Context: an optimization exercise on an open-source flow, tuned for a short achievable clock period and few clock cycles. The choices shown serve that exercise and are no tape-out recipe.
Function was checked by simulation only, so behaviour that the tests miss may differ from the original.
Power and IR drop assume default switching activity.

===== design/flow/config.mk =====
export PLATFORM = sky130hd
export DESIGN_NAME = riscv_top
export DESIGN_NICKNAME = riscv_top
export VERILOG_FILES = /design/flow/design.v
export SDC_FILE = /design/flow/constraint.sdc
export NUM_CORES = 4
export LEC_CHECK = 0
export CAP_MARGIN = 20
export CORE_MARGIN = 2
export CORE_UTILIZATION = 40
export PLACE_DENSITY = 0.6
export SLEW_MARGIN = 20
export SYNTH_HIERARCHICAL = 1
export SYNTH_MINIMUM_KEEP_SIZE = 0

===== design/flow/constraint.sdc =====
create_clock -name core_clock -period 10.0 [get_ports {clk}]
set_input_delay 2.0000 -clock core_clock [delete_from_list [all_inputs] [get_ports {clk}]]
set_output_delay 2.0000 -clock core_clock [all_outputs]
set_load 0.01 [all_outputs]

===== design/flow/design.v =====
module mux2_32 (
    input  [31:0] a, b,
    input         s,
    output [31:0] y
);
assign y = s ? b : a;
endmodule
module alu_e (
    input  [31:0] a_e, b_e, s_e, res_m, link,
    input         fa, fb, fs,
    input  [3:0]  psum, pdif, psel,
    input  [7:0]  aop,
    input         sra,
    input  [1:0]  f3,            
    output [31:0] res,
    output [31:0] addr,          
    output [31:0] wdata,
    output [3:0]  wmask          
);
wire [31:0] A = fa ? res_m : a_e;
wire [31:0] B = fb ? res_m : b_e;
wire [31:0] S = fs ? res_m : s_e;
wire [31:0] s0 = a_e + b_e;
wire [31:0] s1 = a_e + res_m;
wire [31:0] s2 = res_m + b_e;
wire [31:0] s3 = {res_m[30:0], 1'b0};
wire [32:0] d0 = {1'b0, a_e}   - {1'b0, b_e};
wire [32:0] d1 = {1'b0, a_e}   - {1'b0, res_m};
wire [32:0] d2 = {1'b0, res_m} - {1'b0, b_e};
wire ltu = (psel[0] & d0[32]) | (psel[1] & d1[32]) | (psel[2] & d2[32]);
wire lts = (psel[0] & (d0[32] ^ a_e[31] ^ b_e[31])) |
           (psel[1] & (d1[32] ^ a_e[31] ^ res_m[31])) |
           (psel[2] & (d2[32] ^ res_m[31] ^ b_e[31]));
wire [31:0] shl0 = a_e << B[4:0];
wire [31:0] shl1 = res_m << B[4:0];
wire [31:0] shr0 = $signed({sra & a_e[31], a_e}) >>> B[4:0];
wire [31:0] shr1 = $signed({sra & res_m[31], res_m}) >>> B[4:0];
wire [31:0] shl  = fa ? shl1 : shl0;
wire [31:0] shr  = fa ? shr1 : shr0;
assign res = ({32{psum[0]}} & s0) | ({32{psum[1]}} & s1)
           | ({32{psum[2]}} & s2) | ({32{psum[3]}} & s3)
           | ({32{pdif[0]}} & d0[31:0]) | ({32{pdif[1]}} & d1[31:0])
           | ({32{pdif[2]}} & d2[31:0])
           | ({32{aop[0]}} & (A & B))
           | ({32{aop[1]}} & (A | B))
           | ({32{aop[2]}} & (A ^ B))
           | ({32{aop[3]}} & shl)
           | ({32{aop[4]}} & shr)
           | {31'd0, (aop[5] & lts) | (aop[6] & ltu)}
           | ({32{aop[7]}} & link);
assign addr  = fa ? s2 : s0;
assign wdata = f3[1] ? S : f3[0] ? {2{S[15:0]}} : {4{S[7:0]}};
assign wmask = f3[1] ? 4'b1111 :
               f3[0] ? (addr[1] ? 4'b1100 : 4'b0011) :
                       (4'b0001 << addr[1:0]);
endmodule
module br_check (
    input  [31:0] a_e, b_e, res_m,
    input  [3:0]  sel_eq, sel_ltu, sel_lts,
    input         inv, f3_0,
    input         jalr, pred, fa, sq,
    input  [31:0] ptgt,
    output        redir,
    output        taken
);
wire [32:0] d0 = {1'b0, a_e}   - {1'b0, b_e};
wire [32:0] d1 = {1'b0, a_e}   - {1'b0, res_m};
wire [32:0] d2 = {1'b0, res_m} - {1'b0, b_e};
wire lts0 = d0[32] ^ a_e[31]   ^ b_e[31];
wire lts1 = d1[32] ^ a_e[31]   ^ res_m[31];
wire lts2 = d2[32] ^ res_m[31] ^ b_e[31];
wire cond = (sel_eq[0]  & (a_e == b_e)) | (sel_eq[1] & (a_e == res_m)) |
            (sel_eq[2]  & (res_m == b_e)) | sel_eq[3] |
            (sel_ltu[0] & d0[32]) | (sel_ltu[1] & d1[32]) | (sel_ltu[2] & d2[32]) |
            (sel_lts[0] & lts0)   | (sel_lts[1] & lts1)   | (sel_lts[2] & lts2);
wire [31:0] a  = fa ? res_m : a_e;
wire [31:0] t  = {ptgt[31:1], a[0] ^ b_e[0]};
wire [31:0] x  = a ^ b_e ^ t;
wire [31:0] c  = {((a[30:0] & b_e[30:0]) | ((a[30:0] | b_e[30:0]) & ~t[30:0])), 1'b0};
wire jt_ok = (x == c);
assign redir = ~sq & ((cond ^ inv) | (jalr & ~(pred & jt_ok)));
assign taken = cond ^ f3_0;
endmodule
module dec_redirect (
    input  [31:0] ir, pc, pc4, ptgt,
    input         fhit, ftaken,
    input  [1:0]  fctr,
    input         valid, luse,
    output        taken,
    output [31:0] btgt,         
    output        redir,
    output [31:0] tgt
);
wire [6:0] op = ir[6:0];
wire is_jal  = op == 7'b1101111;
wire is_jalr = op == 7'b1100111;
wire is_br   = op == 7'b1100011;
wire [31:0] imm_b = {{20{ir[31]}}, ir[7], ir[30:25], ir[11:8], 1'b0};
wire [31:0] imm_j = {{12{ir[31]}}, ir[19:12], ir[20], ir[30:21], 1'b0};
assign taken = is_jal | (is_br & (fhit ? fctr[1] : ir[31])) | (is_jalr & ftaken);
wire [31:0] tgt_b = pc + imm_b;
wire [31:0] tgt_j = pc + imm_j;
assign btgt = ({32{is_jal}} & tgt_j) | ({32{~is_jal}} & tgt_b);
wire [31:0] bx = pc ^ imm_b ^ ptgt;
wire [31:0] bc = {((pc[30:0] & imm_b[30:0]) | ((pc[30:0] | imm_b[30:0]) & ~ptgt[30:0])), 1'b0};
wire [31:0] jx = pc ^ imm_j ^ ptgt;
wire [31:0] jc = {((pc[30:0] & imm_j[30:0]) | ((pc[30:0] | imm_j[30:0]) & ~ptgt[30:0])), 1'b0};
wire tgt_ok = (is_jal & (jx == jc)) | (~is_jal & (bx == bc));
assign redir = valid & (luse | (taken != ftaken) | (taken & ~is_jalr & ~tgt_ok));
assign tgt   = ({32{luse}} & pc) | ({32{~luse & taken}} & btgt) | ({32{~luse & ~taken}} & pc4);
endmodule
module riscv_top (
    input clk, rst,
    output [31:0] imem_addr,
    input  [31:0] imem_rdata,
    output [31:0] dmem_addr,
    output [31:0] dmem_wdata,
    output [3:0]  dmem_wmask,
    input  [31:0] dmem_rdata
);
localparam BI = 5;               
localparam BN = 1 << BI;
localparam TW = 5;               
wire        luse;                
wire        d_redir, e_redir;
wire [31:0] d_tgt, e_tgt;
reg  [31:0] pc_f;
assign imem_addr = pc_f;
reg  [BN-1:0] btb_v;
reg  [TW-1:0] btb_tag [0:BN-1];
reg  [9:0]    btb_tgt [0:BN-1];
reg  [1:0]    btb_ctr [0:BN-1];
wire [BI-1:0] f_idx   = pc_f[BI+1:2];
wire          f_hit   = btb_v[f_idx] & (btb_tag[f_idx] == pc_f[BI+TW+1:BI+2]);
wire [1:0]    f_ctr   = btb_ctr[f_idx];
wire [31:0]   f_ptgt  = {pc_f[31:12], btb_tgt[f_idx], 2'b00};
wire          f_taken = f_hit & f_ctr[1];
wire [31:0]   pc_f4   = pc_f + 32'd4;
wire [31:0] npc_f = f_taken ? f_ptgt : pc_f4;
wire [31:0] npc_d, npc;
mux2_32 u_npc_d (.a(npc_f), .b(d_tgt), .s(d_redir), .y(npc_d));
mux2_32 u_npc_e (.a(npc_d), .b(e_tgt), .s(e_redir), .y(npc));
always @(posedge clk or posedge rst)
    if (rst) pc_f <= 32'd0;
    else     pc_f <= npc;
reg eq_q, dq_q;
always @(posedge clk or posedge rst)
    if (rst) begin eq_q <= 1'b0; dq_q <= 1'b0; end
    else     begin eq_q <= e_redir; dq_q <= d_redir; end
reg         v_d;
reg  [31:0] ir_d, pc_d, pc4_d, ptgt_d;
reg         fhit_d, ftaken_d;
reg  [1:0]  fctr_d;
always @(posedge clk or posedge rst)
    if (rst) v_d <= 1'b0;
    else     v_d <= 1'b1;
always @(posedge clk) begin
    ir_d     <= imem_rdata;
    pc_d     <= pc_f;
    pc4_d    <= pc_f4;
    ptgt_d   <= f_ptgt;
    fhit_d   <= f_hit;
    ftaken_d <= f_taken;
    fctr_d   <= f_ctr;
end
wire       vd   = v_d & ~eq_q & ~dq_q;
wire [6:0] op   = ir_d[6:0];
wire [4:0] rd   = ir_d[11:7];
wire [4:0] rs1  = ir_d[19:15];
wire [4:0] rs2  = ir_d[24:20];
wire [2:0] f3   = ir_d[14:12];
wire       f7b5 = ir_d[30];
wire is_lui   = op == 7'b0110111;
wire is_auipc = op == 7'b0010111;
wire is_jal   = op == 7'b1101111;
wire is_jalr  = op == 7'b1100111;
wire is_br    = op == 7'b1100011;
wire is_ld    = op == 7'b0000011;
wire is_st    = op == 7'b0100011;
wire is_opi   = op == 7'b0010011;
wire is_op    = op == 7'b0110011;
wire wr_d    = (is_lui | is_auipc | is_jal | is_jalr | is_ld | is_opi | is_op) & (rd != 5'd0);
wire use1_d  = is_jalr | is_br | is_ld | is_st | is_opi | is_op;
wire use2_d  = is_br | is_st | is_op;
wire alusrc  = ~(is_br | is_op);    
wire [31:0] imm_i = {{20{ir_d[31]}}, ir_d[31:20]};
wire [31:0] imm_s = {{20{ir_d[31]}}, ir_d[31:25], ir_d[11:7]};
wire [31:0] imm_u = {ir_d[31:12], 12'b0};
wire [31:0] imm_d = is_st ? imm_s : (is_lui | is_auipc) ? imm_u : imm_i;
reg         we_e, ld_e;
reg  [4:0]  rd_e;
wire        we_ev = we_e & ~eq_q;
wire        ld_ev = ld_e & ~eq_q;
reg         we_m, ld_m;
reg  [4:0]  rd_m;
reg  [31:0] res_m;
reg         we_w;
reg  [4:0]  rd_w;
reg  [31:0] res_w;
wire [31:0] ldv;                 
reg  [31:0] rf [1:31];
always @(posedge clk)
    if (we_w) rf[rd_w] <= res_w;
wire [31:0] res_mv = ld_m ? ldv : res_m;
wire m1 = we_m & (rd_m == rs1);
wire w1 = we_w & (rd_w == rs1);
wire m2 = we_m & (rd_m == rs2);
wire w2 = we_w & (rd_w == rs2);
wire [31:0] rf1 = (rs1 == 5'd0) ? 32'd0 : m1 ? res_mv : w1 ? res_w : rf[rs1];
wire [31:0] rf2 = (rs2 == 5'd0) ? 32'd0 : m2 ? res_mv : w2 ? res_w : rf[rs2];
assign luse = vd & ld_ev & ((use1_d & rs1 == rd_e) | (use2_d & rs2 == rd_e));
wire fa = use1_d & we_ev & (rd_e == rs1);
wire fs = use2_d & we_ev & (rd_e == rs2);
wire fb = fs & ~alusrc;
wire        d_taken;
wire [31:0] d_btgt;
dec_redirect u_dred (.ir(ir_d), .pc(pc_d), .pc4(pc4_d), .ptgt(ptgt_d), .fhit(fhit_d),
                     .ftaken(ftaken_d), .fctr(fctr_d), .valid(vd), .luse(luse),
                     .taken(d_taken), .btgt(d_btgt), .redir(d_redir), .tgt(d_tgt));
wire is_add = ((is_op | is_opi) & f3 == 3'b000 & ~(is_op & f7b5)) | is_ld | is_st | is_lui | is_auipc;
wire is_sub = is_op & f3 == 3'b000 & f7b5;
wire [7:0] aop_d;
assign aop_d[0] = (is_op | is_opi) & f3 == 3'b111;          
assign aop_d[1] = (is_op | is_opi) & f3 == 3'b110;          
assign aop_d[2] = (is_op | is_opi) & f3 == 3'b100;          
assign aop_d[3] = (is_op | is_opi) & f3 == 3'b001;          
assign aop_d[4] = (is_op | is_opi) & f3 == 3'b101;          
assign aop_d[5] = (is_op | is_opi) & f3 == 3'b010;          
assign aop_d[6] = (is_op | is_opi) & f3 == 3'b011;          
assign aop_d[7] = is_jal | is_jalr;                         
wire [31:0] a_d = is_auipc ? pc_d : is_lui ? 32'd0 : rf1;
wire [31:0] b_d = alusrc ? imm_d : rf2;
wire [3:0] psel_d = {fa & fb, fa & ~fb, ~fa & fb, ~fa & ~fb};
wire       br_d   = vd & ~luse & is_br;
reg  [31:0] a_e, b_e, s_e, btgt_e, alt_e, link_e, pc_e, ptgt_e;
reg         fa_e, fb_e, fs_e;
reg  [3:0]  psel, psum, pdif;
reg  [3:0]  bs_eq, bs_ltu, bs_lts;
reg         br_inv;
reg  [7:0]  aop_e;
reg         sra_e;
reg  [2:0]  f3_e;
reg         br_e, jal_e, jalr_e, st_e, pred_e, fhit_e;
reg  [1:0]  fctr_e;
always @(posedge clk or posedge rst)
    if (rst) begin
        we_e <= 1'b0; ld_e <= 1'b0; st_e <= 1'b0;
        br_e <= 1'b0; jal_e <= 1'b0; jalr_e <= 1'b0;
    end else if (~vd | luse) begin
        we_e <= 1'b0; ld_e <= 1'b0; st_e <= 1'b0;
        br_e <= 1'b0; jal_e <= 1'b0; jalr_e <= 1'b0;
    end else begin
        we_e <= wr_d; ld_e <= is_ld; st_e <= is_st;
        br_e <= is_br; jal_e <= is_jal; jalr_e <= is_jalr;
    end
always @(posedge clk) begin
    a_e    <= a_d;
    b_e    <= b_d;
    s_e    <= rf2;
    btgt_e <= d_btgt;
    alt_e  <= d_taken ? pc4_d : d_btgt;
    link_e <= pc4_d;
    pc_e   <= pc_d;
    ptgt_e <= ptgt_d;
    fa_e   <= fa;
    fb_e   <= fb;
    fs_e   <= fs;
    psel   <= psel_d;
    psum   <= psel_d & {4{is_add}};
    pdif   <= psel_d & {4{is_sub}};
    bs_eq  <= psel_d & {4{br_d & ~f3[2]}};
    bs_ltu <= psel_d & {4{br_d & f3[2] & f3[1]}};
    bs_lts <= psel_d & {4{br_d & f3[2] & ~f3[1]}};
    br_inv <= br_d & (f3[0] ^ d_taken);
    aop_e  <= aop_d;
    sra_e  <= f7b5;
    f3_e   <= f3;
    rd_e   <= rd;
    pred_e <= d_taken;
    fhit_e <= fhit_d;
    fctr_e <= fctr_d;
end
wire br_ev   = br_e & ~eq_q;
wire jal_ev  = jal_e & ~eq_q;
wire jalr_ev = jalr_e & ~eq_q;
wire st_ev   = st_e & ~eq_q;
wire [31:0] res_e, sum, wdata_e;
wire [3:0]  wmask_e;
alu_e u_alu (.a_e(a_e), .b_e(b_e), .s_e(s_e), .res_m(res_m), .link(link_e),
             .fa(fa_e), .fb(fb_e), .fs(fs_e), .psum(psum), .pdif(pdif), .psel(psel),
             .aop(aop_e), .sra(sra_e), .f3(f3_e[1:0]),
             .res(res_e), .addr(sum), .wdata(wdata_e), .wmask(wmask_e));
wire taken;
br_check u_brc (.a_e(a_e), .b_e(b_e), .res_m(res_m), .sel_eq(bs_eq), .sel_ltu(bs_ltu),
                .sel_lts(bs_lts), .inv(br_inv), .f3_0(f3_e[0]), .jalr(jalr_e), .pred(pred_e),
                .fa(fa_e), .sq(eq_q), .ptgt(ptgt_e), .redir(e_redir), .taken(taken));
assign e_tgt = jalr_e ? {sum[31:1], 1'b0} : alt_e;
wire [BI-1:0] e_idx = pc_e[BI+1:2];
wire btb_alloc = jal_ev | jalr_ev | (br_ev & taken);
wire btb_dec   = br_ev & ~taken & fhit_e;
wire [1:0] ctr_new = (jal_e | jalr_e) ? 2'b11 :
                     taken ? (fhit_e ? (fctr_e == 2'b11 ? 2'b11 : fctr_e + 2'b01) : 2'b10) :
                             (fctr_e == 2'b00 ? 2'b00 : fctr_e - 2'b01);
reg           u_alloc, u_dec;
reg  [BI-1:0] u_idx;
reg  [TW-1:0] u_tag;
reg  [9:0]    u_tgt;
reg  [1:0]    u_ctr;
always @(posedge clk or posedge rst)
    if (rst) begin u_alloc <= 1'b0; u_dec <= 1'b0; end
    else     begin u_alloc <= btb_alloc; u_dec <= btb_dec; end
always @(posedge clk) begin
    u_idx <= e_idx;
    u_tag <= pc_e[BI+TW+1:BI+2];
    u_tgt <= jalr_e ? sum[11:2] : btgt_e[11:2];
    u_ctr <= ctr_new;
end
always @(posedge clk or posedge rst)
    if (rst) btb_v <= {BN{1'b0}};
    else if (u_alloc) btb_v[u_idx] <= 1'b1;
always @(posedge clk) begin
    if (u_alloc) begin
        btb_tag[u_idx] <= u_tag;
        btb_tgt[u_idx] <= u_tgt;
    end
    if (u_alloc | u_dec) btb_ctr[u_idx] <= u_ctr;
end
reg  [31:0] addr_m, wdata_m;
reg  [3:0]  wmask_m;
reg  [2:0]  f3_m;
always @(posedge clk or posedge rst)
    if (rst) begin
        wmask_m <= 4'b0; we_m <= 1'b0; ld_m <= 1'b0;
    end else begin
        wmask_m <= st_ev ? wmask_e : 4'b0;
        we_m    <= we_ev;
        ld_m    <= ld_ev;
    end
always @(posedge clk) begin
    addr_m  <= sum;
    wdata_m <= wdata_e;
    res_m   <= res_e;
    rd_m    <= rd_e;
    f3_m    <= f3_e;
end
assign dmem_addr  = addr_m;
assign dmem_wdata = wdata_m;
assign dmem_wmask = wmask_m;
wire [1:0]  off   = addr_m[1:0];
wire [7:0]  lbyte = off[1] ? (off[0] ? dmem_rdata[31:24] : dmem_rdata[23:16])
                           : (off[0] ? dmem_rdata[15:8]  : dmem_rdata[7:0]);
wire [15:0] lhalf = off[1] ? dmem_rdata[31:16] : dmem_rdata[15:0];
assign ldv = f3_m[1] ? dmem_rdata :
             f3_m[0] ? {{16{lhalf[15] & ~f3_m[2]}}, lhalf} :
                       {{24{lbyte[7] & ~f3_m[2]}}, lbyte};
always @(posedge clk or posedge rst)
    if (rst) we_w <= 1'b0;
    else     we_w <= we_m;
always @(posedge clk) begin
    res_w <= res_mv;
    rd_w  <= rd_m;
end
endmodule

===== design/flow/flow/run.sh =====
#!/bin/bash
set -uo pipefail
bash standard.sh SETUP_SLACK_MARGIN=7 finish > standard_flow.log 2>&1

===== design/flow/standard.sh =====
#!/bin/bash
# synth_recipe.tcl (not shown) runs the flow's synth.tcl, then flattens the netlist and writes it again
# the make line also repeats each setting of config.mk as NAME=value (left out here)
make -C /OpenROAD-flow-scripts/flow DESIGN_CONFIG=/design/flow/config.mk WORK_HOME=/design/flow/orfs CLKGATE_MAP_FILE= SYNTH_SCRIPT=/design/flow/synth_recipe.tcl "${@:-finish}"

==> results of run 1 <==
[worst min path at each step]
stage / start / end / slack (ps)
3_3_place_gp: fctr_d[0]$_DFF_P_ / fctr_e[0]$_DFF_P_ / 310
2_1_floorplan: f3_e[2]$_DFF_P_ / f3_m[2]$_DFF_P_ / 310
3_5_place_dp: pc_e[7]$_DFF_P_ / u_tag[0]$_DFF_P_ / 310
5_1_grt: pc_e[9]$_DFF_P_ / u_tag[2]$_DFF_P_ / 290
6_report: pc_e[9]$_DFF_P_ / u_tag[2]$_DFF_P_ / 300
4_1_cts: pc_e[9]$_DFF_P_ / u_tag[2]$_DFF_P_ / 290
[power by group through the flow]
stage	Sequential (uW)	Combinational, uW	Clock (uW)
2_1_floorplan	11800	6010	0
3_3_place_gp	12400	9000	0
3_5_place_dp	12500	9070	0
4_1_cts	12100	11400	8930
5_1_grt	12200	13000	9280
6_report	12100	12500	8870
[area by class of cell]
| type | instances | area (um^2) |
|---|---|---|
| Fill cell | 24070 | 141000 |
| Timing Repair Buffer | 1149 | 13600 |
| Antenna cell | 22 | 55.1 |
| Multi-Input combinational cell | 5882 | 59500 |
| Sequential cell | 2144 | 59200 |
| Clock buffer | 269 | 6150 |
| Tap cell | 3781 | 4730 |
| Clock inverter | 153 | 1580 |
| Inverter | 489 | 1910 |
[worst max-delay path, stage by stage (launching register included)]
cell	delay, ps
dfxtp_2	320
buf_6	130
inv_4	40
ha_4	250
nand4_1	200
nor4_4	510
o31a_1	330
nor3_2	60
or4_1	510
a2111o_1	480
xnor2_2	190
a21oi_4	170
buf_12	190
buf_16	140
buf_12	130
mux2_4	300
[sequential cells by signal (all words and copies together), names as in the netlist, 32 cells and up]
| register | flops |
|---|---|
| res_w | 32 |
| rf | 992 |
| pc4_d | 32 |
| res_m | 32 |
| btb_tgt | 320 |
| wdata_m | 32 |
| addr_m | 32 |
| s_e | 32 |
| btb_v | 32 |
| b_e | 32 |
| ir_d | 32 |
| alt_e | 32 |
| a_e | 32 |
| btb_tag | 160 |
| btb_ctr | 64 |
| pc_f | 32 |
[metrics by stage]
step / cells / hold slack (ps) / instance area (um^2) / utilization (%)
6_report: 13889 / 302 / 147000 / 51.0
5_1_grt: 13874 / 288 / 147000 / 51.0
4_1_cts: 13651 / 294 / 142000 / 49.3
3_5_place_dp: 12706 / 312 / 122000 / 42.4
3_3_place_gp: 12703 / 314 / 122000 / 42.4
2_1_floorplan: 9117 / 310 / 116000 / -
[routing by layer]
layer,global-route usage [%],vias up,wire length (um)
met5,0,-,95
met4,19.8,14,37200
met3,6.74,1355,50700
met2,46.8,5787,209000
met1,40.4,45003,180000
li1,-,36534,-
[what timing repair did]
item / CTS / global route
gates cloned: 62 / 27
gates resized for setup: 2010 / 486
buffers inserted: 461 / 185
hold endpoints to repair: 0 / 0
pin swaps: 265 / 210
setup endpoints to repair: 651 / 475
==> reports/results.txt, run 1 <==
Routed WL per cell - 34.3 um
R2R setup slack - 5810 ps
Critical path origin - b_e[28]$_DFF_P_
Buffers on Ports - 165
Final setup viols - 0
CP required - 10760 ps
sw frac - 36.8%
area delta synth->final - 27.0%
setup tns final - 0 ps
Pint - 21200 uW
commonest non-fill, non-tap cell in the layout - edfxtp_1
Final Cycle Share - 41.9%
vias - 88693
Max Cap Viol - 0
crit path max fanout - 4
setup ws final - 5810 ps
register share of total power - 36.3%
first-pass GRT wire length - 649 mm
Post-CTS Hold Fix Bufs - 0
synth warn - 7
CTS tree - built
Worst slew margin - 11.5%
worst hold stages - 0
Power Density - 228 mW/mm^2
Hold Fails Final Rpt - 0
max-slew violations - 0
VDD IR max - 0.000186 V
Avg Inst Size Synth - 12.7 um^2
RSZ-0062 raised after global routing - yes
max frequency - 0.239 GHz
static leakage - 0.0534 uW
crit end category - register
drt initial violations - 12465
CTS buffer count - 231
via/cell ratio - 6.39
Worst-Margin Slew - 1330 ps
first drt pass iteration count - 8
gr usage total - 31.0%
Final Skew - 96.4 ps
Clk network pwr share - 26.5%
run status - no timing/DRC/antenna violations
post-DP HPWL - 294 mm
die area - 0.293 mm^2
fin crit period - 4190 ps
routability congestion estimate - 0.995
R2R Path End - pc_f[1]$_DFF_PP0_
reg2reg start - b_e[28]$_DFF_P_
Boundary Pins - 166
pre-CTS WS - 4230 ps
# DRC - 0
Power Total - 33500 uW
Die Y - 541 um
clock latency (worst-skew pair) - 950 ps
HP Class - register to register
startpoint types - register
largest net degree at the start of global routing - 66
core box area - 0.288 mm^2
final net count - 10488
Root Driver - clkbuf_16
Final ANT Viol Nets - 0
Die Wd - 541 um
final WL - 476 mm
Clk pin slew, worst setup/hold paths - 60 ps
Syn Inst Count - 9115
initial antenna violation count - 33
Setup CP Type - register to register
Core Rows - 197
worst reg2reg path depth - 15
Initial Utilization - 40.2%
Logic pwr share - 37.2%
clock buffer depth - 4
H-Tree Depth - 4
synthesized area - 0.116 mm^2
layout cell share with drive strength beyond 1 - 35.1%
most frequent cells in the layout - edfxtp_1 (1536), buf_4 (590), mux4_2 (574)
CTS sink cnt - 2144
Setup crit end - pc_f[1]$_DFF_PP0_
vias in the first global route - 84901
Net Sw Power - 12300 uW
WP data arrival - 4950 ps
Overflow after GRT - 0
Testbench counts, summed over its fixed seeds: cycles 66,585.
==> run 2, diff against run 1 <==
--- a/design/flow/design.v
+++ b/design/flow/design.v
@@ -63,2 +63,3 @@
     output        redir,
+    output        jmis,
     output        taken
@@ -80,3 +81,4 @@
 wire jt_ok = (x == c);
-assign redir = ~sq & ((cond ^ inv) | (jalr & ~(pred & jt_ok)));
+assign redir = ~sq & (cond ^ inv);
+assign jmis  = ~sq & jalr & ~(pred & jt_ok);
 assign taken = cond ^ f3_0;
@@ -84,3 +86,6 @@
 module dec_redirect (
-    input  [31:0] ir, pc, pc4, ptgt,
+    input  [31:0] ir, pc, pc4,
+    input  [9:0]  ptgt,
+    input  [19:0] pu_p1, pu_m1,
+    input  [11:0] pv_p1, pv_m1,
     input         fhit, ftaken,
@@ -97,13 +102,18 @@
 wire is_br   = op == 7'b1100011;
-wire [31:0] imm_b = {{20{ir[31]}}, ir[7], ir[30:25], ir[11:8], 1'b0};
-wire [31:0] imm_j = {{12{ir[31]}}, ir[19:12], ir[20], ir[30:21], 1'b0};
-assign taken = is_jal | (is_br & (fhit ? fctr[1] : ir[31])) | (is_jalr & ftaken);
-wire [31:0] tgt_b = pc + imm_b;
-wire [31:0] tgt_j = pc + imm_j;
+wire s = ir[31];
+assign taken = is_jal | (is_br & (fhit ? fctr[1] : s)) | (is_jalr & ftaken);
+wire [12:0] lb = {1'b0, pc[11:0]} + {1'b0, ir[7], ir[30:25], ir[11:8], 1'b0};
+wire [19:0] ub = (lb[12] == s) ? pc[31:12] : (lb[12] ? pu_p1 : pu_m1);
+wire [31:0] tgt_b = {ub, lb[11:0]};
+wire [12:0] lj = {1'b0, pc[11:0]} + {1'b0, ir[20], ir[30:21], 1'b0};
+wire [8:0]  mj0 = {1'b0, pc[19:12]} + {1'b0, ir[19:12]};
+wire [8:0]  mj1 = {1'b0, pc[19:12]} + {1'b0, ir[19:12]} + 9'd1;
+wire [8:0]  mj  = lj[12] ? mj1 : mj0;
+wire [11:0] uj = (mj[8] == s) ? pc[31:20] : (mj[8] ? pv_p1 : pv_m1);
+wire [31:0] tgt_j = {uj, mj[7:0], lj[11:0]};
 assign btgt = ({32{is_jal}} & tgt_j) | ({32{~is_jal}} & tgt_b);
-wire [31:0] bx = pc ^ imm_b ^ ptgt;
-wire [31:0] bc = {((pc[30:0] & imm_b[30:0]) | ((pc[30:0] | imm_b[30:0]) & ~ptgt[30:0])), 1'b0};
-wire [31:0] jx = pc ^ imm_j ^ ptgt;
-wire [31:0] jc = {((pc[30:0] & imm_j[30:0]) | ((pc[30:0] | imm_j[30:0]) & ~ptgt[30:0])), 1'b0};
-wire tgt_ok = (is_jal & (jx == jc)) | (~is_jal & (bx == bc));
+wire ok_b = (lb[12] == s) & (lb[11:2] == ptgt) & (lb[1:0] == 2'b00);
+wire ok_j = (lj[12] ? (s & (ir[19:12] == 8'hff)) : (~s & (ir[19:12] == 8'h00))) &
+            (lj[11:2] == ptgt) & (lj[1:0] == 2'b00);
+wire tgt_ok = (is_jal & ok_j) | (~is_jal & ok_b);
 assign redir = valid & (luse | (taken != ftaken) | (taken & ~is_jalr & ~tgt_ok));
@@ -124,4 +134,4 @@
 wire        luse;                
-wire        d_redir, e_redir;
-wire [31:0] d_tgt, e_tgt;
+wire        d_redir;
+wire [31:0] d_tgt;
 reg  [31:0] pc_f;
@@ -138,6 +148,10 @@
 wire [31:0]   pc_f4   = pc_f + 32'd4;
-wire [31:0] npc_f = f_taken ? f_ptgt : pc_f4;
-wire [31:0] npc_d, npc;
-mux2_32 u_npc_d (.a(npc_f), .b(d_tgt), .s(d_redir), .y(npc_d));
-mux2_32 u_npc_e (.a(npc_d), .b(e_tgt), .s(e_redir), .y(npc));
+reg         mq, mq_q;            
+reg         mq_jalr;             
+reg  [31:0] alt_m;               
+reg  [31:0] addr_m;
+wire [31:0] npc_m = mq ? (mq_jalr ? {addr_m[31:1], 1'b0} : alt_m) : pc_f4;
+wire [31:0] npc_f, npc;
+mux2_32 u_npc_f (.a(npc_m), .b(f_ptgt), .s(f_taken & ~mq), .y(npc_f));
+mux2_32 u_npc_d (.a(npc_f), .b(d_tgt), .s(d_redir), .y(npc));
 always @(posedge clk or posedge rst)
@@ -145,8 +159,12 @@
     else     pc_f <= npc;
-reg eq_q, dq_q;
+reg  dq_q;
+wire bmis, jmis;
 always @(posedge clk or posedge rst)
-    if (rst) begin eq_q <= 1'b0; dq_q <= 1'b0; end
-    else     begin eq_q <= e_redir; dq_q <= d_redir; end
+    if (rst) begin dq_q <= 1'b0; mq <= 1'b0; mq_q <= 1'b0; end
+    else     begin dq_q <= d_redir; mq <= bmis | jmis; mq_q <= mq; end
+wire sq_e = mq;
 reg         v_d;
 reg  [31:0] ir_d, pc_d, pc4_d, ptgt_d;
+reg  [19:0] pu_p1_d, pu_m1_d;
+reg  [11:0] pv_p1_d, pv_m1_d;
 reg         fhit_d, ftaken_d;
@@ -160,2 +178,6 @@
     pc4_d    <= pc_f4;
+    pu_p1_d  <= pc_f[31:12] + 20'd1;
+    pu_m1_d  <= pc_f[31:12] - 20'd1;
+    pv_p1_d  <= pc_f[31:20] + 12'd1;
+    pv_m1_d  <= pc_f[31:20] - 12'd1;
     ptgt_d   <= f_ptgt;
@@ -165,3 +187,3 @@
 end
-wire       vd   = v_d & ~eq_q & ~dq_q;
+wire       vd   = v_d & ~dq_q & ~mq & ~mq_q;
 wire [6:0] op   = ir_d[6:0];
@@ -191,4 +213,4 @@
 reg  [4:0]  rd_e;
-wire        we_ev = we_e & ~eq_q;
-wire        ld_ev = ld_e & ~eq_q;
+wire        we_ev = we_e & ~sq_e;
+wire        ld_ev = ld_e & ~sq_e;
 reg         we_m, ld_m;
@@ -216,3 +238,4 @@
 wire [31:0] d_btgt;
-dec_redirect u_dred (.ir(ir_d), .pc(pc_d), .pc4(pc4_d), .ptgt(ptgt_d), .fhit(fhit_d),
+dec_redirect u_dred (.ir(ir_d), .pc(pc_d), .pc4(pc4_d), .ptgt(ptgt_d[11:2]),
+                     .pu_p1(pu_p1_d), .pu_m1(pu_m1_d), .pv_p1(pv_p1_d), .pv_m1(pv_m1_d), .fhit(fhit_d),
                      .ftaken(ftaken_d), .fctr(fctr_d), .valid(vd), .luse(luse),
@@ -255,2 +278,11 @@
     end
+always @(posedge clk or posedge rst)
+    if (rst) begin
+        bs_eq <= 4'd0; bs_ltu <= 4'd0; bs_lts <= 4'd0; br_inv <= 1'b0;
+    end else begin
+        bs_eq  <= psel_d & {4{br_d & ~f3[2]}};
+        bs_ltu <= psel_d & {4{br_d & f3[2] & f3[1]}};
+        bs_lts <= psel_d & {4{br_d & f3[2] & ~f3[1]}};
+        br_inv <= br_d & (f3[0] ^ d_taken);
+    end
 always @(posedge clk) begin
@@ -270,6 +302,2 @@
     pdif   <= psel_d & {4{is_sub}};
-    bs_eq  <= psel_d & {4{br_d & ~f3[2]}};
-    bs_ltu <= psel_d & {4{br_d & f3[2] & f3[1]}};
-    bs_lts <= psel_d & {4{br_d & f3[2] & ~f3[1]}};
-    br_inv <= br_d & (f3[0] ^ d_taken);
     aop_e  <= aop_d;
@@ -282,6 +310,6 @@
 end
-wire br_ev   = br_e & ~eq_q;
-wire jal_ev  = jal_e & ~eq_q;
-wire jalr_ev = jalr_e & ~eq_q;
-wire st_ev   = st_e & ~eq_q;
+wire br_ev   = br_e & ~sq_e;
+wire jal_ev  = jal_e & ~sq_e;
+wire jalr_ev = jalr_e & ~sq_e;
+wire st_ev   = st_e & ~sq_e;
 wire [31:0] res_e, sum, wdata_e;
@@ -295,24 +323,31 @@
                 .sel_lts(bs_lts), .inv(br_inv), .f3_0(f3_e[0]), .jalr(jalr_e), .pred(pred_e),
-                .fa(fa_e), .sq(eq_q), .ptgt(ptgt_e), .redir(e_redir), .taken(taken));
-assign e_tgt = jalr_e ? {sum[31:1], 1'b0} : alt_e;
-wire [BI-1:0] e_idx = pc_e[BI+1:2];
-wire btb_alloc = jal_ev | jalr_ev | (br_ev & taken);
-wire btb_dec   = br_ev & ~taken & fhit_e;
-wire [1:0] ctr_new = (jal_e | jalr_e) ? 2'b11 :
-                     taken ? (fhit_e ? (fctr_e == 2'b11 ? 2'b11 : fctr_e + 2'b01) : 2'b10) :
-                             (fctr_e == 2'b00 ? 2'b00 : fctr_e - 2'b01);
-reg           u_alloc, u_dec;
+                .fa(fa_e), .sq(sq_e), .ptgt(ptgt_e), .redir(bmis), .jmis(jmis),
+                .taken(taken));
+always @(posedge clk) begin
+    alt_m   <= alt_e;
+    mq_jalr <= jalr_e;
+end
+reg           u_br, u_jump, u_jalr, u_taken, u_hit;
+reg  [1:0]    u_fctr;
 reg  [BI-1:0] u_idx;
 reg  [TW-1:0] u_tag;
-reg  [9:0]    u_tgt;
-reg  [1:0]    u_ctr;
+reg  [9:0]    u_btgt, u_jtgt;
 always @(posedge clk or posedge rst)
-    if (rst) begin u_alloc <= 1'b0; u_dec <= 1'b0; end
-    else     begin u_alloc <= btb_alloc; u_dec <= btb_dec; end
+    if (rst) begin u_br <= 1'b0; u_jump <= 1'b0; end
+    else     begin u_br <= br_ev; u_jump <= jal_ev | jalr_ev; end
 always @(posedge clk) begin
-    u_idx <= e_idx;
-    u_tag <= pc_e[BI+TW+1:BI+2];
-    u_tgt <= jalr_e ? sum[11:2] : btgt_e[11:2];
-    u_ctr <= ctr_new;
+    u_jalr  <= jalr_e;
+    u_taken <= taken;
+    u_hit   <= fhit_e;
+    u_fctr  <= fctr_e;
+    u_idx   <= pc_e[BI+1:2];
+    u_tag   <= pc_e[BI+TW+1:BI+2];
+    u_btgt  <= btgt_e[11:2];
+    u_jtgt  <= sum[11:2];
 end
+wire u_alloc = u_jump | (u_br & u_taken);
+wire u_dec   = u_br & ~u_taken & u_hit;
+wire [1:0] u_ctr = u_jump ? 2'b11 :
+                   u_taken ? (u_hit ? (u_fctr == 2'b11 ? 2'b11 : u_fctr + 2'b01) : 2'b10) :
+                             (u_fctr == 2'b00 ? 2'b00 : u_fctr - 2'b01);
 always @(posedge clk or posedge rst)
@@ -323,3 +358,3 @@
         btb_tag[u_idx] <= u_tag;
-        btb_tgt[u_idx] <= u_tgt;
+        btb_tgt[u_idx] <= u_jalr ? u_jtgt : u_btgt;
     end
@@ -327,3 +362,3 @@
 end
-reg  [31:0] addr_m, wdata_m;
+reg  [31:0] wdata_m;
 reg  [3:0]  wmask_m;
--- a/design/flow/config.mk
+++ b/design/flow/config.mk
@@ -9,4 +9,4 @@
 export CORE_MARGIN = 2
-export CORE_UTILIZATION = 40
-export PLACE_DENSITY = 0.6
+export CORE_UTILIZATION = 35
+export PLACE_DENSITY = 0.45
 export SLEW_MARGIN = 20
==> run 2 against run 1 <==
Global-route usage is 1.3 points lower. Clock power is about 10% higher. Still clean on timing, DRC and antenna. Clock skew is 37 ps lower. Sequential cell count is 98 higher. Highest routed layer unchanged. Die area is 15% higher. Largest power group unchanged.
==> reports/results.txt, run 2 <==
run status - no timing/DRC/antenna violations
Worst-Margin Slew - 1180 ps
H-Tree Depth - 5
drt initial violations - 9272
RSZ-0062 raised after global routing - yes
Die Y - 580 um
CTS sink cnt - 2242
area delta synth->final - 28.0%
top flop regs - rf (992), btb_tgt (320), btb_tag (160)
synth warn - 7
commonest non-fill, non-tap cell in the layout - edfxtp_1
pre-CTS WS - 4750 ps
first-pass GRT wire length - 706 mm
final core occ - 45.0%
Hold Fails Final Rpt - 0
Overflow after GRT - 0
via/cell ratio - 5.99
fin crit period - 3700 ps
Non-Filler Instances - 14646
# DRC - 0
crit end category - output pin
routability congestion estimate - 0.956
Final Skew - 59.9 ps
Die Wd - 580 um
CTS buffer count - 271
Avg Inst Size Synth - 12.6 um^2
static leakage - 0.0537 uW
Worst slew margin - 20.9%
startpoint types - register
Syn Inst Count - 9225
placed instance count - 13412
crit path max fanout - 4
Root Driver - clkbuf_16
Final setup viols - 0
VDD IR max - 0.000145 V
layout cell share with drive strength beyond 1 - 33.9%
first drt pass iteration count - 9
HP Class - register to register
vias - 87791
synthesized area - 0.116 mm^2
Buffers on Ports - 165
Clk pin slew, worst setup/hold paths - 60 ps
die area - 0.337 mm^2
clock latency (worst-skew pair) - 900 ps
Post-CTS Hold Fix Bufs - 0
Final ANT Viol Nets - 0
setup ws final - 6300 ps
Power Total - 36500 uW
max frequency - 0.270 GHz
Power Density - 245 mW/mm^2
Initial Utilization - 35.2%
CTS tree - built
max reg flops - 992
final net count - 10543
final WL - 519 mm
CP required - 8000 ps
Boundary Pins - 166
Routed WL per cell - 35.5 um
clock buffer depth - 4
core box area - 0.330 mm^2
Max Cap Viol - 0
most frequent cells in the layout - edfxtp_1 (1536), buf_4 (671), nand2_1 (568)
WP data arrival - 1700 ps
max-slew violations - 0
Setup CP Type - register to output pin
most flop-heavy register - rf
setup tns final - 0 ps
Core Rows - 211
post-DP HPWL - 329 mm
gr usage total - 29.7%
Final Cycle Share - 37.0%
vias in the first global route - 86323
largest net degree at the start of global routing - 70
initial antenna violation count - 40
[run 2: changes by cell type in the layout (fill, tap and decap cells not counted), sizes merged, moves of 32 or more]
cell    delta
o21a      +32
mux2      -72
dfxtp     +86
mux2i     +72
inv      -103
fa        -42
nand2     +73
nor2      -32
a22oi     +64
mux4      -43
clkbuf    +70
ha        -58
a211oi    +50
[run 2: routing by layer]
metal  routed length (um)  vias to the layer above  track usage [%]
li1                     -                    37142                -
met1               210000                    45744             38.6
met2               242000                     3871             48.3
met3                35100                     1020             4.70
met4                31200                       14             14.5
met5                  107                        -                0
[run 2: worst max-delay path, cell delays in order (launching register included)]
cell     delay [ps]
dfrtp_4         520
buf_16          160
buf_6           120
[run 2: what timing repair did]
item / 4_1_cts / 5_1_grt
buffers inserted: 470 / 185
endpoints found under the setup margin: 567 / 347
resized for setup: 2017 / 428
pin swaps: 255 / 248
cloned: 65 / 13
[run 2: per-stage QoR]
stage	instance area, um^2	hold slack, ps
finish	149000	315
global route	149000	324
CTS	145000	318
detailed placement	124000	312
global placement	124000	310
floorplan	117000	310
[run 2: path summary, 6_finish.rpt]
| path | slack, ps | cells past startpoint | end | startpoint |
|---|---|---|---|---|
| worst max-delay path | 6300 | 2 | imem_addr[3] | pc_f[3]$_DFF_PP0_ |
| min in group asynchronous | 1720 | 3 | btb_v[4]$_DFFE_PP0P_ | rst |
| worst min-delay path | 320 | 0 | alt_m[10]$_DFF_P_ | alt_e[10]$_DFF_P_ |
| worst max register to register | 6310 | 15 | pc_f[30]$_DFF_PP0_ | pc_f[4]$_DFF_PP0_ |
| worst min register to register | 320 | 0 | alt_m[10]$_DFF_P_ | alt_e[10]$_DFF_P_ |
| max in group asynchronous | 7200 | 4 | pc_f[14]$_DFF_PP0_ | rst |
[run 2: area by class of cell]
type,instances,area (um^2)
fill,29782,182000
multi-input combinational,5972,58300
antenna,18,45.0
clock buffer,352,7470
inverter,378,1480
timing repair buffer,1187,13500
clock inverter,131,1190
tap,4366,5460
sequential,2242,61300
[run 2: power breakdown]
part           internal, uW  switching, uW
Combinational          5600           8010
Clock                  5740           4060
Sequential            11600           1510
Total                 22900          13600
Testbench counts of run 2, summed over its fixed seeds: cycles 68,954.
==> run 3, diff against run 2 <==
--- a/design/flow/design.v
+++ b/design/flow/design.v
@@ -33,6 +33,6 @@
            (psel[2] & (d2[32] ^ res_m[31] ^ b_e[31]));
-wire [31:0] shl0 = a_e << B[4:0];
-wire [31:0] shl1 = res_m << B[4:0];
-wire [31:0] shr0 = $signed({sra & a_e[31], a_e}) >>> B[4:0];
-wire [31:0] shr1 = $signed({sra & res_m[31], res_m}) >>> B[4:0];
+wire [31:0] shl0 = a_e << b_e[4:0];
+wire [31:0] shl1 = res_m << b_e[4:0];
+wire [31:0] shr0 = $signed({sra & a_e[31], a_e}) >>> b_e[4:0];
+wire [31:0] shr1 = $signed({sra & res_m[31], res_m}) >>> b_e[4:0];
 wire [31:0] shl  = fa ? shl1 : shl0;
@@ -103,2 +103,5 @@
 wire s = ir[31];
+function sum_is (input [12:0] a, input [12:0] b, input [12:0] t);
+    sum_is = ((a ^ b ^ t) == {((a[11:0] & b[11:0]) | ((a[11:0] | b[11:0]) & ~t[11:0])), 1'b0});
+endfunction
 assign taken = is_jal | (is_br & (fhit ? fctr[1] : s)) | (is_jalr & ftaken);
@@ -114,5 +117,8 @@
 assign btgt = ({32{is_jal}} & tgt_j) | ({32{~is_jal}} & tgt_b);
-wire ok_b = (lb[12] == s) & (lb[11:2] == ptgt) & (lb[1:0] == 2'b00);
-wire ok_j = (lj[12] ? (s & (ir[19:12] == 8'hff)) : (~s & (ir[19:12] == 8'h00))) &
-            (lj[11:2] == ptgt) & (lj[1:0] == 2'b00);
+wire [12:0] pa = {1'b0, pc[11:0]};
+wire [12:0] ob = {1'b0, ir[7], ir[30:25], ir[11:8], 1'b0};
+wire [12:0] oj = {1'b0, ir[20], ir[30:21], 1'b0};
+wire ok_b = sum_is(pa, ob, {s, ptgt, 2'b00});
+wire ok_j = (sum_is(pa, oj, {1'b1, ptgt, 2'b00}) & s & (ir[19:12] == 8'hff)) |
+            (sum_is(pa, oj, {1'b0, ptgt, 2'b00}) & ~s & (ir[19:12] == 8'h00));
 wire tgt_ok = (is_jal & ok_j) | (~is_jal & ok_b);
@@ -142,6 +148,20 @@
 reg  [1:0]    btb_ctr [0:BN-1];
-wire [BI-1:0] f_idx   = pc_f[BI+1:2];
-wire          f_hit   = btb_v[f_idx] & (btb_tag[f_idx] == pc_f[BI+TW+1:BI+2]);
-wire [1:0]    f_ctr   = btb_ctr[f_idx];
-wire [31:0]   f_ptgt  = {pc_f[31:12], btb_tgt[f_idx], 2'b00};
+reg  [BN-1:0] foh;
+reg  [TW-1:0] r_tag;
+reg  [9:0]    r_tgt;
+reg  [1:0]    r_ctr;
+reg           r_v;
+integer bi;
+always @(*) begin
+    r_tag = {TW{1'b0}}; r_tgt = 10'd0; r_ctr = 2'd0; r_v = 1'b0;
+    for (bi = 0; bi < BN; bi = bi + 1) begin
+        r_tag = r_tag | ({TW{foh[bi]}} & btb_tag[bi]);
+        r_tgt = r_tgt | ({10{foh[bi]}} & btb_tgt[bi]);
+        r_ctr = r_ctr | ({2{foh[bi]}} & btb_ctr[bi]);
+        r_v   = r_v   | (foh[bi] & btb_v[bi]);
+    end
+end
+wire          f_hit   = r_v & (r_tag == pc_f[BI+TW+1:BI+2]);
+wire [1:0]    f_ctr   = r_ctr;
+wire [31:0]   f_ptgt  = {pc_f[31:12], r_tgt, 2'b00};
 wire          f_taken = f_hit & f_ctr[1];
@@ -159,2 +179,12 @@
     else     pc_f <= npc;
+function [BN-1:0] onehot (input [BI-1:0] x);
+    onehot = {{(BN-1){1'b0}}, 1'b1} << x;
+endfunction
+wire [BN-1:0] foh_m = mq ? onehot(mq_jalr ? addr_m[BI+1:2] : alt_m[BI+1:2])
+                         : {foh[BN-2:0], foh[BN-1]};
+wire [BN-1:0] foh_f = (f_taken & ~mq) ? onehot(r_tgt[BI-1:0]) : foh_m;
+wire [BN-1:0] foh_n = d_redir ? onehot(d_tgt[BI+1:2]) : foh_f;
+always @(posedge clk or posedge rst)
+    if (rst) foh <= {{(BN-1){1'b0}}, 1'b1};
+    else     foh <= foh_n;
 reg  dq_q;
@@ -232,3 +262,5 @@
 wire [31:0] rf2 = (rs2 == 5'd0) ? 32'd0 : m2 ? res_mv : w2 ? res_w : rf[rs2];
-assign luse = vd & ld_ev & ((use1_d & rs1 == rd_e) | (use2_d & rs2 == rd_e));
+wire sh_d = is_op & (f3 == 3'b001 | f3 == 3'b101);
+assign luse = vd & ((ld_ev & ((use1_d & rs1 == rd_e) | (use2_d & rs2 == rd_e))) |
+                    (sh_d & we_ev & rs2 == rd_e));
 wire fa = use1_d & we_ev & (rd_e == rs1);
==> run 3 against run 2 <==
Still clean. Hold slack worse by 8.1 ps. Sequential power down 4%. Sequential share of layout area is 0.45 points lower. Final cell count increased by 3.3%. Synthesized cell count increased by 3.2%. Total power fell by 2.5%. Final area up 2.2%. Setup slack improved by 90 ps. Combinational power decreased by 6%. Critical path type unchanged. Critical endpoint is now imem_addr[11]. Largest power group unchanged. Highest routed layer unchanged.
==> reports/results.txt, run 3 <==
run status - no timing/DRC/antenna violations
commonest non-fill, non-tap cell in the layout - edfxtp_1
R2R setup slack - 6390 ps
CTS tree - built
die area - 0.344 mm^2
worst path bufs/invs - 1
top flop regs - rf (992), btb_tgt (320), btb_tag (160)
clock latency (worst-skew pair) - 930 ps
max frequency - 0.277 GHz
drt initial violations - 10960
WP data arrival - 1610 ps
max reg flops - 992
slowest stage delay, CP - 560 ps
worst path cell trace - buf_6
Root Driver - clkbuf_16
Core Rows - 213
Post-CTS Hold Fix Bufs - 0
layout cell share with drive strength beyond 1 - 33.7%
Worst-Margin Slew - 1230 ps
crit end category - output pin
vias - 92965
Die Wd - 586 um
reg2reg start - b_e[3]$_DFF_P_
CTS buffer count - 273
gr usage total - 32.3%
CP top delay family - flip-flops
Routed WL per cell - 37.9 um
min-delay src - fctr_e[0]$_DFF_P_
Hold Path End - u_fctr[0]$_DFF_P_
max-slew violations - 0
worst reg2reg path depth - 9
routability congestion estimate - 1.01
CTS sink cnt - 2274
worst hold stages - 0
Boundary Pins - 166
Syn Inst Count - 9523
setup tns final - 0 ps
critical path depth in cells - 1
Initial Utilization - 35.2%
Buffers on Ports - 165
H-Tree Depth - 5
Final ANT Viol Nets - 0
Critical Path Slowest Stage Cell - dfrtp_4
Final Cycle Share - 36.1%
Worst slew margin - 18.0%
placed cell areas - 0.127 mm^2
most frequent cells in the layout - edfxtp_1 (1536), buf_4 (692), nor2_1 (554)
Avg Inst Size Synth - 12.5 um^2
most flop-heavy register - rf
post-DP HPWL - 354 mm
Clk pin slew, worst setup/hold paths - 60 ps
RSZ-0062 raised after global routing - yes
first-pass GRT wire length - 767 mm
static leakage - 0.0550 uW
CP required - 8000 ps
largest net degree at the start of global routing - 113
Overflow after GRT - 0
via/cell ratio - 6.14
Hold Fails Final Rpt - 0
final WL - 573 mm
final instance area - 0.152 mm^2
initial antenna violation count - 41
R2R Path End - res_m[25]$_DFF_P_
clock buffer depth - 4
final net count - 10902
VDD IR max - 0.000129 V
core box area - 0.337 mm^2
Max Cap Viol - 0
synthesized area - 0.119 mm^2
Die Y - 586 um
Power Density - 234 mW/mm^2
Setup CP Type - register to output pin
fin crit period - 3610 ps
crit path max fanout - 2
# DRC - 0
Final Skew - 51.6 ps
startpoint types - register
vias in the first global route - 90180
Final setup viols - 0
HP Class - register to register
first drt pass iteration count - 7
synth warn - 8
area delta synth->final - 28.1%
## run 3: cell types whose count changed in the layout (fill, tap and decap cells not counted), sizes merged, moves of 28 or more
cell,change
a22oi,+229
nor2,+146
mux2i,-133
a21oi,-99
buf,+65
a211oi,-51
nand4,+46
clkbuf,+31
dfrtp,+31
o221ai,-28
## run 3: metrics by stage
stage | total power (uW) | cells | hold WS [ps] | util (%) | setup slack [ps]
global placement | 22100 | 13848 | 311 | 37.6 | 4430
finish | 35600 | 15132 | 307 | 45.1 | 6390
detailed placement | 22200 | 13852 | 312 | 37.6 | 4770
CTS | 34600 | 14889 | 320 | 43.9 | 6340
floorplan | 17700 | 9525 | 310 | - | 6330
global route | 36500 | 15115 | 319 | 45.1 | 6290
## run 3: final cells by class
class	instances	area (um^2)
fill	30606	185000
sequential	2274	62000
multi-input combinational	6157	59500
timing repair buffer	1244	14000
clock buffer	376	7760
tap	4515	5650
inverter	429	1830
clock inverter	111	1170
antenna	23	57.6
timing repair inverter	3	32.5
## run 3: layer usage
layer / global-route usage [%] / part of all wire (%) / wire length [um]
met1: 41.7 / 39 / 225000
met2: 50.8 / 45 / 259000
met3: 6.28 / 8.5 / 48700
met4: 18.7 / 7.0 / 40200
met5: 0 / 0.013 / 74
## run 3: worst max-delay path by stage
stage | from | endpoint | slack, ps
6_report | pc_f[11]$_DFF_PP0_ | imem_addr[11] | 6390
5_1_grt | pc_d[19]$_DFF_P_ | pc_f[23]$_DFF_PP0_ | 6290
3_5_place_dp | dmem_rdata[31] | b_e[8]$_DFF_P_ | 4770
3_3_place_gp | dmem_rdata[31] | s_e[9]$_DFF_P_ | 4430
4_1_cts | pc_f[11]$_DFF_PP0_ | imem_addr[11] | 6340
2_1_floorplan | dmem_rdata[31] | b_e[11]$_DFF_P_ | 6330
## run 3: power breakdown
group	switching (uW)	internal, uW	total, uW
Combinational	7810	5030	12800
Clock	4200	5900	10100
Sequential	1100	11500	12600
## run 3: repair_timing
item,in CTS,in global routing
endpoints found under the setup margin,675,332
setup buffers,502,200
cloned,48,20
gates resized for setup,2026,461
pin swaps,279,232
Testbench counts of run 3, summed over its fixed seeds: cycles 69,050.
==> run 4, diff against run 3 <==
--- a/design/flow/design.v
+++ b/design/flow/design.v
@@ -172,9 +172,16 @@
 reg  [31:0] addr_m;
-wire [31:0] npc_m = mq ? (mq_jalr ? {addr_m[31:1], 1'b0} : alt_m) : pc_f4;
+reg  first;                      
+reg  rst_q;                      
+always @(posedge clk or posedge rst)
+    if (rst) first <= 1'b1;
+    else     first <= 1'b0;
+always @(posedge clk)
+    rst_q <= rst;
+wire clr = rst | (first & ~rst_q);
+wire [31:0] npc_m = clr ? 32'd0 : mq ? (mq_jalr ? {addr_m[31:1], 1'b0} : alt_m) : pc_f4;
 wire [31:0] npc_f, npc;
-mux2_32 u_npc_f (.a(npc_m), .b(f_ptgt), .s(f_taken & ~mq), .y(npc_f));
+mux2_32 u_npc_f (.a(npc_m), .b(f_ptgt), .s(f_taken & ~mq & ~clr), .y(npc_f));
 mux2_32 u_npc_d (.a(npc_f), .b(d_tgt), .s(d_redir), .y(npc));
-always @(posedge clk or posedge rst)
-    if (rst) pc_f <= 32'd0;
-    else     pc_f <= npc;
+always @(posedge clk)
+    pc_f <= npc;
 function [BN-1:0] onehot (input [BI-1:0] x);
@@ -182,9 +189,9 @@
 endfunction
-wire [BN-1:0] foh_m = mq ? onehot(mq_jalr ? addr_m[BI+1:2] : alt_m[BI+1:2])
+wire [BN-1:0] foh_m = clr ? {{(BN-1){1'b0}}, 1'b1} :
+                      mq ? onehot(mq_jalr ? addr_m[BI+1:2] : alt_m[BI+1:2])
                          : {foh[BN-2:0], foh[BN-1]};
-wire [BN-1:0] foh_f = (f_taken & ~mq) ? onehot(r_tgt[BI-1:0]) : foh_m;
+wire [BN-1:0] foh_f = (f_taken & ~mq & ~clr) ? onehot(r_tgt[BI-1:0]) : foh_m;
 wire [BN-1:0] foh_n = d_redir ? onehot(d_tgt[BI+1:2]) : foh_f;
-always @(posedge clk or posedge rst)
-    if (rst) foh <= {{(BN-1){1'b0}}, 1'b1};
-    else     foh <= foh_n;
+always @(posedge clk)
+    foh <= foh_n;
 reg  dq_q;
@@ -203,3 +210,3 @@
     if (rst) v_d <= 1'b0;
-    else     v_d <= 1'b1;
+    else     v_d <= ~clr;
 always @(posedge clk) begin
--- a/design/flow/config.mk
+++ b/design/flow/config.mk
@@ -9,4 +9,4 @@
 export CORE_MARGIN = 2
-export CORE_UTILIZATION = 35
-export PLACE_DENSITY = 0.45
+export CORE_UTILIZATION = 45
+export PLACE_DENSITY = 0.55
 export SLEW_MARGIN = 20
==> run 4 against run 3 <==
Clock skew up 98 ps. Clock-buffer cell count down 84. Critical endpoint is now res_m[30]$_DFF_P_. Synthesized cell count down 0.79%. Still clean. Synthesized area down 0.43%. First-iteration DRC count up 15%. Final area down 1.9%. Total power down 21%. Non-clock buffer count down 43. Combinational power down 45%. Critical path depth up 13.
==> reports/results.txt, run 4 <==
Crit path top cell by count - o211ai_1
Final ANT Viol Nets - 0
CP required - 10720 ps
max frequency - 0.263 GHz
initial antenna violation count - 46
Clk pin slew, worst setup/hold paths - 60 ps
Critical Path Slowest Stage Cell - o211ai_1
clock latency (worst-skew pair) - 1000 ps
Clk network pwr share - 35.4%
Routed WL per cell - 37.8 um
# DRC - 0
Syn Inst Count - 9448
Boundary Pins - 166
Final Cycle Share - 38.0%
fin crit period - 3800 ps
crit end category - register
Die Wd - 516 um
WP data arrival - 4530 ps
most flop-heavy register - rf
RSZ-0062 raised after global routing - yes
commonest non-fill, non-tap cell in the layout - edfxtp_1
Logic pwr share - 25.1%
Power Density - 188 mW/mm^2
vias - 93707
worst path cell trace - inv_4 -> ha_4 -> inv_2 -> fa_2 -> a21o_1 -> a221oi_4 -> a21oi_2 -> o211ai_1 -> o211ai_1 -> a211oi_2 -> xor2_1 -> nor2_1 -> nor4b_2 -> o2111ai_1
VDD IR max - 0.000186 V
Worst-Margin Slew - 1360 ps
Final setup viols - 0
drt initial violations - 12619
CTS sink cnt - 2276
reg2reg start - a_e[0]$_DFF_P_
final WL - 529 mm
die area - 0.267 mm^2
Critical path origin - a_e[0]$_DFF_P_
Die Y - 516 um
register share of total power - 39.5%
Fillers - 21096
Core Rows - 188
area delta synth->final - 26.2%
via/cell ratio - 6.70
worst path bufs/invs - 2
Avg Inst Size Synth - 12.5 um^2
max reg flops - 992
Setup CP Type - register to register
vias in the first global route - 89919
synthesized area - 0.118 mm^2
CP top delay family - compound AO/OA/AOI/OAI gates
first drt pass iteration count - 7
Max Cap Viol - 0
run status - no timing/DRC/antenna violations
H-Tree Depth - 4
Hold Fails Final Rpt - 0
final net count - 10755
largest net degree at the start of global routing - 66
most frequent cells in the layout - edfxtp_1 (1536), buf_4 (665), mux4_2 (560)
Worst slew margin - 9.46%
final core occ - 56.9%
critical path depth in cells - 14
Buffers on Ports - 165
clock buffer depth - 4
worst reg2reg path depth - 14
Net Sw Power - 8780 uW
static leakage - 0.0539 uW
slowest stage delay, CP - 420 ps
core box area - 0.262 mm^2
WHS - 292 ps
layout cell share with drive strength beyond 1 - 33.6%
sw frac - 31.4%
crit path max fanout - 2
min-delay src - alt_e[16]$_DFF_P_
routability congestion estimate - 1.01
Overflow after GRT - 0
Final Skew - 149 ps
worst hold stages - 0
top flop regs - rf (992), btb_tgt (320), btb_tag (160)
setup tns final - 0 ps
Initial Utilization - 45.1%
HP Class - register to register
synth warn - 8
max-slew violations - 0
Pint - 19200 uW
post-DP HPWL - 324 mm
first-pass GRT wire length - 716 mm
Root Driver - clkbuf_16
startpoint types - register
CTS buffer count - 248
gr usage total - 38.5%
CTS tree - built
run 4: changes by cell type in the layout (fill, tap and decap cells not counted), moves of 26 or more:
| cell | previous run | this run |
|---|---|---|
| clkbuf_1 | 64 | 22 |
| bufinv_16 | 17 | 43 |
| a22oi_1 | 343 | 316 |
| dfrtp_1 | 88 | 56 |
| buf_4 | 692 | 665 |
| nor3_1 | 63 | 106 |
| nor2_1 | 554 | 508 |
| clkbuf_16 | 306 | 272 |
| nand2b_1 | 64 | 37 |
| dfxtp_4 | 82 | 122 |
run 4: timing repair:
action | 4_1_cts | 5_1_grt
resized for setup | 1846 | 428
buffers inserted | 471 | 202
pin swaps | 308 | 215
setup endpoints to repair | 479 | 456
gates cloned | 64 | 19
hold buffers | 0 | 0
run 4: path summary, 6_finish.rpt:
check	endpoint	slack [ps]
min in group asynchronous	bs_lts[2]$_DFF_PP0_	1550
hold / removal	alt_m[16]$_DFF_P_	290
setup reg to reg	res_m[30]$_DFF_P_	6200
max in group asynchronous	ld_m$_DFF_PP0_	7700
setup / recovery	res_m[30]$_DFF_P_	6200
hold reg to reg	alt_m[16]$_DFF_P_	290
run 4: layer usage:
metal  vias to the layer above  track usage (%)  part of all wire (%)
met4                        20             25.8                   7.7
met5                         -                0                 0.028
met3                      1520             9.98                    11
met1                     47861             48.5                    37
li1                      38031                -                     -
met2                      6275             58.7                    45
run 4: cell type report:
cell class              count  area [um^2]  area share [%]
diodes                     31         77.6          0.0520
clock buffers             292         6650            4.46
clock inverters           160         2050            1.37
inverters                 430         1710            1.15
multi-input cells        6075        58700            39.3
flip-flops and latches   2276        61800            41.5
well taps                3515         4400            2.95
repair buffers           1201        13700            9.19
repair inverters            3         25.0          0.0168
run 4: through the flow:
stage | power, uW | area, um^2 | setup WS [ps] | cells
2_1_floorplan | 14200 | 119000 | 5990 | 9451
3_3_place_gp | 16400 | 125000 | 4260 | 12742
3_5_place_dp | 16500 | 125000 | 4260 | 12743
4_1_cts | 27400 | 145000 | 6300 | 13730
5_1_grt | 28600 | 149000 | 6180 | 13959
6_report | 28000 | 149000 | 6200 | 13983
run 4: power groups by stage:
stage	registers [uW]	clock network [uW]	logic [uW]
2_1_floorplan	11100	0	3080
3_3_place_gp	11300	0	5160
3_5_place_dp	11300	0	5190
4_1_cts	11000	9930	6470
5_1_grt	11100	10300	7270
6_report	11000	9890	7030
run 4: worst register-to-register path, cell delays in order, from the launching register on:
cell	delay (ps)
dfxtp_4	380
inv_4	80
ha_4	140
inv_2	40
fa_2	340
a21o_1	220
a221oi_4	370
a21oi_2	140
o211ai_1	420
o211ai_1	310
a211oi_2	380
xor2_1	180
nor2_1	80
nor4b_2	320
o2111ai_1	160
Testbench counts of run 4, summed over its fixed seeds: cycles 69,050.

==> port drivers added, routing unchanged <==
The flow's constraints put no driver on any port. The routed layouts listed below were extracted and timed again, unchanged, in two steps. Step 1, drivers: a clkbuf_16 drives clk and a buf_2 each remaining input, both assumed. Step 2 moves the port delays by t, midway between the first and last clock arrival at a register: inputs arrive t later, outputs are due t later. That takes back most of the time a late clock gives input paths. Slacks: ideal / step 1 / step 2; pairs: ideal / step 1.
| run | shift t [ns] | setup WS [ns] | worst register clock-pin slew, ns |
|---|---|---|---|
| run 1 | 0.998 | 5.809 / 5.809 / 5.809 | 0.08 / 0.08 |
| run 2 | 0.970 | 6.302 / 6.202 / 5.858 | 0.07 / 0.07 |
| run 3 | 1.010 | 6.392 / 6.276 / 5.751 | 0.07 / 0.07 |
| run 4 | 1.006 | 6.196 / 6.196 / 5.820 | 0.07 / 0.07 |
After both steps setup and hold are still met in every run listed. The setup slack of run 3, which loses most, moves by -0.116 ns with the drivers and by -0.641 ns with both steps.
